Background: an optimization exercise with open tools, aiming at small area. Do not read the settings as production practice. The RTL was checked by simulation tests, not by an equivalence proof against the original design. Power is estimated from default activity; no workload was simulated.

## UIController
module UIController (
  input wire         Clock,
  input wire         Reset_n,
  input  wire [6:0]  REG,
  input  wire [9:0]  VALUE_D,
  output reg  [9:0]  VALUE_Q,
  input  wire        SET,
  input  wire        CLR,
  input  wire        INC,
  input  wire        DEC,
  output wire [8:0]  DISP_VMRK1,
  output wire [8:0]  DISP_VMRK2,
  output wire [8:0]  DISP_HMRK1,
  output wire [8:0]  DISP_HMRK2,
  output wire [1:0]  INPUT_SELECT,
  output wire [0:0]  ADC1_TDIV,
  output wire [1:0]  ADC1_VDIV,
  output wire [7:0]  ADC1_VSHIFT,
  output wire [13:0] ADC1_TRG_LVL,
  output wire [2:0]  ADC1_TRG_MODE,
  output wire [0:0]  ADC2_TDIV,
  output wire [1:0]  ADC2_VDIV,
  output wire [7:0]  ADC2_VSHIFT,
  output wire [13:0] ADC2_TRG_LVL,
  output wire [2:0]  ADC2_TRG_MODE,
  output wire [0:0]  DIG1_TDIV,
  output wire [7:0]  DIG1_VSHIFT,
  output wire [9:0]  DIG1_PAT,
  output wire [9:0]  DIG1_PDCC,
  output reg         DIG1_CFG,
  output wire [0:0]  DIG1_TRG_LVL,
  output wire [2:0]  DIG1_TRG_MODE,
  output wire [0:0]  DIG2_TDIV,
  output wire [7:0]  DIG2_VSHIFT,
  output wire [9:0]  DIG2_PAT,
  output wire [9:0]  DIG2_PDCC,
  output reg         DIG2_CFG,
  output wire [0:0]  DIG2_TRG_LVL,
  output wire [2:0]  DIG2_TRG_MODE,
  output wire [0:0]  DIG3_TDIV,
  output wire [7:0]  DIG3_VSHIFT,
  output wire [9:0]  DIG3_PAT,
  output wire [9:0]  DIG3_PDCC,
  output reg         DIG3_CFG,
  output wire [0:0]  DIG3_TRG_LVL,
  output wire [2:0]  DIG3_TRG_MODE,
  output wire [0:0]  DIG4_TDIV,
  output wire [7:0]  DIG4_VSHIFT,
  output wire [9:0]  DIG4_PAT,
  output wire [9:0]  DIG4_PDCC,
  output reg         DIG4_CFG,
  output wire [0:0]  DIG4_TRG_LVL,
  output wire [2:0]  DIG4_TRG_MODE
);
For scale: ~220 flip-flops, about 260 I/O pins, ~0.0099 mm² of cells after synthesis.
clock: 10.0 ns
lec_check: 0
cap_margin: 5
core_margin: 2
core_utilization: 72
place_density: 0.8
slew_margin: 5
synth_hierarchical: 1
synth_minimum_keep_size: 0
standard.sh (not shown) runs the stock make flow with config.mk's settings and CLKGATE_MAP_FILE= SYNTH_SCRIPT=/design/flow/synth_recipe.tcl, a recipe that flattens the netlist after the stock synthesis.
==> flow/flow/run.sh <==
#!/bin/bash
# Standard layout, with the port buffers made from the smallest buffer,
# a clock tree of larger clusters without dummy loads, and one tie cell
# for the constant outputs.
set -euo pipefail
export BUFFER_PORTS_ARGS="-buffer_cell sky130_fd_sc_hd__buf_1"
export CTS_ARGS="-sink_clustering_enable -sink_clustering_size 9 -sink_clustering_max_diameter 45 -buf_list sky130_fd_sc_hd__clkbuf_4 -dont_use_dummy_load -repair_clock_nets"
export SKIP_REPAIR_TIE_FANOUT=1
bash standard.sh finish > standard.log 2>&1
Change:
--- a/flow/design.v
+++ b/flow/design.v
@@ -455,17 +455,24 @@
   UIC_nor2 g194 (sub6, ncin, kk[6]);
   wire sub7;
   UIC_ao22 g195 (s[3], DISP_VMRK1_q[7], s[6], DISP_HMRK1_q[7], sub7);
   UIC_nor2 g196 (sub7, ncin, kk[7]);
   wire sub8;
   UIC_ao22 g197 (s[3], DISP_VMRK1_q[8], s[6], DISP_HMRK1_q[8], sub8);
   UIC_nor2 g198 (sub8, ncin, kk[8]);
   assign kk[9] = DEC_p;
-  assign sum = rd + kk + {9'd0, cin};
+  wire [5:0] cy;
+  assign cy[0] = cin;
+  UIC_fa a0 (.a(rd[0]), .b(kk[0]), .c(cy[0]), .s(sum[0]), .co(cy[1]));
+  UIC_fa a1 (.a(rd[1]), .b(kk[1]), .c(cy[1]), .s(sum[1]), .co(cy[2]));
+  UIC_fa a2 (.a(rd[2]), .b(kk[2]), .c(cy[2]), .s(sum[2]), .co(cy[3]));
+  UIC_fa a3 (.a(rd[3]), .b(kk[3]), .c(cy[3]), .s(sum[3]), .co(cy[4]));
+  UIC_fa a4 (.a(rd[4]), .b(kk[4]), .c(cy[4]), .s(sum[4]), .co(cy[5]));
+  assign sum[9:5] = rd[9:5] + kk[9:5] + {4'd0, cy[5]};
   always @(*) begin
     VALUE_Q[9] = rd[9];
   end
   wire vq0;
   UIC_ao22 g199 (is_diff, sum[0], nodiff, rd[0], vq0);
   wire vq1;
   UIC_ao22 g200 (is_diff, sum[1], nodiff, rd[1], vq1);
   wire vq2;
Effect: The new run went through all stages and came out clean; wire length came out lower by a little under a tenth; setup slack gets worse by 1.5 ns; combinational power came out lower by a few percent; fmax came out lower by about a fifth; cell count came out lower slightly; sequential power stays flat; final area hardly moves.

---

Starting RTL as in the previous note.
==> flow/config.mk <==
export PLATFORM = sky130hd
export DESIGN_NAME = UIController
export DESIGN_NICKNAME = UIController
export VERILOG_FILES = /design/flow/design.v
export SDC_FILE = /design/flow/constraint.sdc
export NUM_CORES = 4
export LEC_CHECK = 0
export CAP_MARGIN = 20
export CORE_MARGIN = 2
export CORE_UTILIZATION = 60
export PLACE_DENSITY = 0.7
export SLEW_MARGIN = 20
export SYNTH_HIERARCHICAL = 1
export SYNTH_MINIMUM_KEEP_SIZE = 0
==> flow/constraint.sdc <==
create_clock -name core_clock -period 10.0 [get_ports {Clock}]
set_input_delay 2.0000 -clock core_clock [delete_from_list [all_inputs] [get_ports {Clock}]]
set_output_delay 2.0000 -clock core_clock [all_outputs]
set_load 0.01 [all_outputs]
==> flow/flow/run.sh <==
#!/bin/bash
# Standard layout, with the port buffers made from the smallest buffer and
# a clock tree of fewer, larger clusters without dummy loads.
set -euo pipefail
export BUFFER_PORTS_ARGS="-buffer_cell sky130_fd_sc_hd__buf_1"
export CTS_ARGS="-sink_clustering_enable -sink_clustering_size 14 -sink_clustering_max_diameter 60 -buf_list sky130_fd_sc_hd__clkbuf_8 -dont_use_dummy_load -repair_clock_nets"
bash standard.sh finish > standard.log 2>&1
Then changed:
--- a/flow/design.v
+++ b/flow/design.v
@@ -432,12 +432,13 @@
   UIC_nand4 g183 (rt9_0, rt9_1, rt9_2, rt9_3, rd[9]);
   wire lvl = s[11] | s[16];
   wire cin = is_diff | DEC_p;
   wire ncin;
   UIC_inv g184 (cin, ncin);
   wire [9:0] kk;
+  wire [9:0] cy;
   wire [9:0] sum;
   assign kk[0] = is_diff ? ~((s[3] & DISP_VMRK1_q[0]) | (s[6] & DISP_HMRK1_q[0])) : ~DEC_p;
   assign kk[1] = is_diff ? ~((s[3] & DISP_VMRK1_q[1]) | (s[6] & DISP_HMRK1_q[1])) : (lvl ^ DEC_p);
   wire sub2;
   UIC_ao22 g185 (s[3], DISP_VMRK1_q[2], s[6], DISP_HMRK1_q[2], sub2);
   UIC_nor2 g186 (sub2, ncin, kk[2]);
@@ -457,13 +458,23 @@
   UIC_ao22 g195 (s[3], DISP_VMRK1_q[7], s[6], DISP_HMRK1_q[7], sub7);
   UIC_nor2 g196 (sub7, ncin, kk[7]);
   wire sub8;
   UIC_ao22 g197 (s[3], DISP_VMRK1_q[8], s[6], DISP_HMRK1_q[8], sub8);
   UIC_nor2 g198 (sub8, ncin, kk[8]);
   assign kk[9] = DEC_p;
-  assign sum = rd + kk + {9'd0, cin};
+  assign cy[0] = cin;
+  UIC_fa a0 (.a(rd[0]), .b(kk[0]), .c(cy[0]), .s(sum[0]), .co(cy[1]));
+  UIC_fa a1 (.a(rd[1]), .b(kk[1]), .c(cy[1]), .s(sum[1]), .co(cy[2]));
+  UIC_fa a2 (.a(rd[2]), .b(kk[2]), .c(cy[2]), .s(sum[2]), .co(cy[3]));
+  UIC_fa a3 (.a(rd[3]), .b(kk[3]), .c(cy[3]), .s(sum[3]), .co(cy[4]));
+  UIC_fa a4 (.a(rd[4]), .b(kk[4]), .c(cy[4]), .s(sum[4]), .co(cy[5]));
+  UIC_fa a5 (.a(rd[5]), .b(kk[5]), .c(cy[5]), .s(sum[5]), .co(cy[6]));
+  UIC_fa a6 (.a(rd[6]), .b(kk[6]), .c(cy[6]), .s(sum[6]), .co(cy[7]));
+  UIC_fa a7 (.a(rd[7]), .b(kk[7]), .c(cy[7]), .s(sum[7]), .co(cy[8]));
+  UIC_fa a8 (.a(rd[8]), .b(kk[8]), .c(cy[8]), .s(sum[8]), .co(cy[9]));
+  assign sum[9] = rd[9] ^ kk[9] ^ cy[9];
   always @(*) begin
     VALUE_Q[9] = rd[9];
   end
   wire vq0;
   UIC_ao22 g199 (is_diff, sum[0], nodiff, rd[0], vq0);
   wire vq1;
What happened: The new run went through all stages and came out clean. Worst setup slack gets worse by 1.7 ns. Die area decreases by 1.8%. Via count falls by 2.3%. First-iteration DRC count shrinks by 4.5%. Final area hardly moves. Hold slack barely changes. Sequential cell count is unchanged. Wire length went down by 0.44%. Sequential power hardly moves. Utilization goes up by 0.93 points. Critical path depth rises by 1. Sequential share of layout area falls by 0.10 points. Count of clock-buffer cells in the layout went down by 1. Combinational power hardly moves.

---

Setup of 12-20:
UIController again, from the RTL that the note above started with.
==> flow/config.mk <==
export PLATFORM = sky130hd
export DESIGN_NAME = UIController
export DESIGN_NICKNAME = UIController
export VERILOG_FILES = /design/flow/design.v
export SDC_FILE = /design/flow/constraint.sdc
export NUM_CORES = 4
export LEC_CHECK = 0
export CAP_MARGIN = 20
export CORE_MARGIN = 2
export CORE_UTILIZATION = 65
export PLACE_DENSITY = 0.75
export SLEW_MARGIN = 20
export SYNTH_HIERARCHICAL = 1
export SYNTH_MINIMUM_KEEP_SIZE = 0
==> flow/constraint.sdc <==
create_clock -name core_clock -period 10.0 [get_ports {Clock}]
set_input_delay 2.0000 -clock core_clock [delete_from_list [all_inputs] [get_ports {Clock}]]
set_output_delay 2.0000 -clock core_clock [all_outputs]
set_load 0.01 [all_outputs]
==> flow/flow/run.sh <==
#!/bin/bash
# Standard layout, with the port buffers made from the smallest buffer,
# a clock tree of larger clusters without dummy loads, and one tie cell
# for the constant outputs.
set -euo pipefail
export BUFFER_PORTS_ARGS="-buffer_cell sky130_fd_sc_hd__buf_1"
export CTS_ARGS="-sink_clustering_enable -sink_clustering_size 9 -sink_clustering_max_diameter 45 -buf_list sky130_fd_sc_hd__clkbuf_4 -dont_use_dummy_load -repair_clock_nets"
export SKIP_REPAIR_TIE_FANOUT=1
bash standard.sh finish > standard.log 2>&1
## Diff of input files: 08-19 against 12-20
diff --git a/flow/design.v b/flow/design.v
--- a/flow/design.v
+++ b/flow/design.v
@@ -457,13 +457,20 @@
   UIC_ao22 g195 (s[3], DISP_VMRK1_q[7], s[6], DISP_HMRK1_q[7], sub7);
   UIC_nor2 g196 (sub7, ncin, kk[7]);
   wire sub8;
   UIC_ao22 g197 (s[3], DISP_VMRK1_q[8], s[6], DISP_HMRK1_q[8], sub8);
   UIC_nor2 g198 (sub8, ncin, kk[8]);
   assign kk[9] = DEC_p;
-  assign sum = rd + kk + {9'd0, cin};
+  wire [5:0] cy;
+  assign cy[0] = cin;
+  UIC_fa a0 (.a(rd[0]), .b(kk[0]), .c(cy[0]), .s(sum[0]), .co(cy[1]));
+  UIC_fa a1 (.a(rd[1]), .b(kk[1]), .c(cy[1]), .s(sum[1]), .co(cy[2]));
+  UIC_fa a2 (.a(rd[2]), .b(kk[2]), .c(cy[2]), .s(sum[2]), .co(cy[3]));
+  UIC_fa a3 (.a(rd[3]), .b(kk[3]), .c(cy[3]), .s(sum[3]), .co(cy[4]));
+  UIC_fa a4 (.a(rd[4]), .b(kk[4]), .c(cy[4]), .s(sum[4]), .co(cy[5]));
+  assign sum[9:5] = rd[9:5] + kk[9:5] + {4'd0, cy[5]};
   always @(*) begin
     VALUE_Q[9] = rd[9];
   end
   wire vq0;
   UIC_ao22 g199 (is_diff, sum[0], nodiff, rd[0], vq0);
   wire vq1;
## What came out
- 08-19 ended with every stage complete and zero timing, DRC or antenna violations.
- 08-19 vs. 12-20: maximum achievable frequency moved down; overall routing resource usage moved up.
- Taking 12-20 as the reference, in 08-19 proportion of power drawn by combinational gates barely changed, total power up about 0.43%, cell area reported after detailed placement neither gained nor lost much, final setup skew moved up.
- Per the comparison of 08-19 with 12-20, cell area now sits at about the same level.
- The cell-internal power on 12-20 is in line with that on 08-19.
- Comparing total power density per cell area for 12-20 and 08-19, the smaller number came from 12-20.

re-timing with driven ports:
In the flow no input, the clock included, has a driving cell. The finished layouts below were timed again as built, in two steps. Step 1 assumes that a clkbuf_16 drives the clock port and a buf_2 every other input. Step 2, shift: input delay + t, output delay - t, t = (earliest + latest rising clock arrival at the registers) / 2. This alone moves slack from input paths to output paths. Slacks: ideal / step 1 / step 2; pairs: ideal / step 1.
run | t (ns) | setup slack, ns | worst setup path at the end | worst register clock-pin slew, ns | worst data-port slew with drivers (ns)
the first run of note 1 | 0.695 | 1.789 / 1.756 / 1.756 | input to output | 0.12 / 0.12 | 0.06
the second run of note 1 | 0.706 | 0.282 / 0.242 / 0.242 | input to output | 0.10 / 0.10 | 0.06
the first run of note 2 | 0.552 | 1.919 / 1.897 / 1.897 | input to output | 0.10 / 0.10 | 0.09
the second run of note 2 | 0.546 | 0.180 / 0.123 / 0.123 | input to output | 0.09 / 0.09 | 0.06
12-20 | 0.699 | 1.772 / 1.717 / 1.717 | input to output | 0.11 / 0.11 | 0.08
08-19 | 0.706 | 0.558 / 0.532 / 0.532 | input to output | 0.11 / 0.11 | 0.07
After both steps every run listed still meets setup and hold. For the second run of note 2, which loses most, drivers alone change the setup slack by -0.057 ns; drivers and shift together by -0.057 ns.
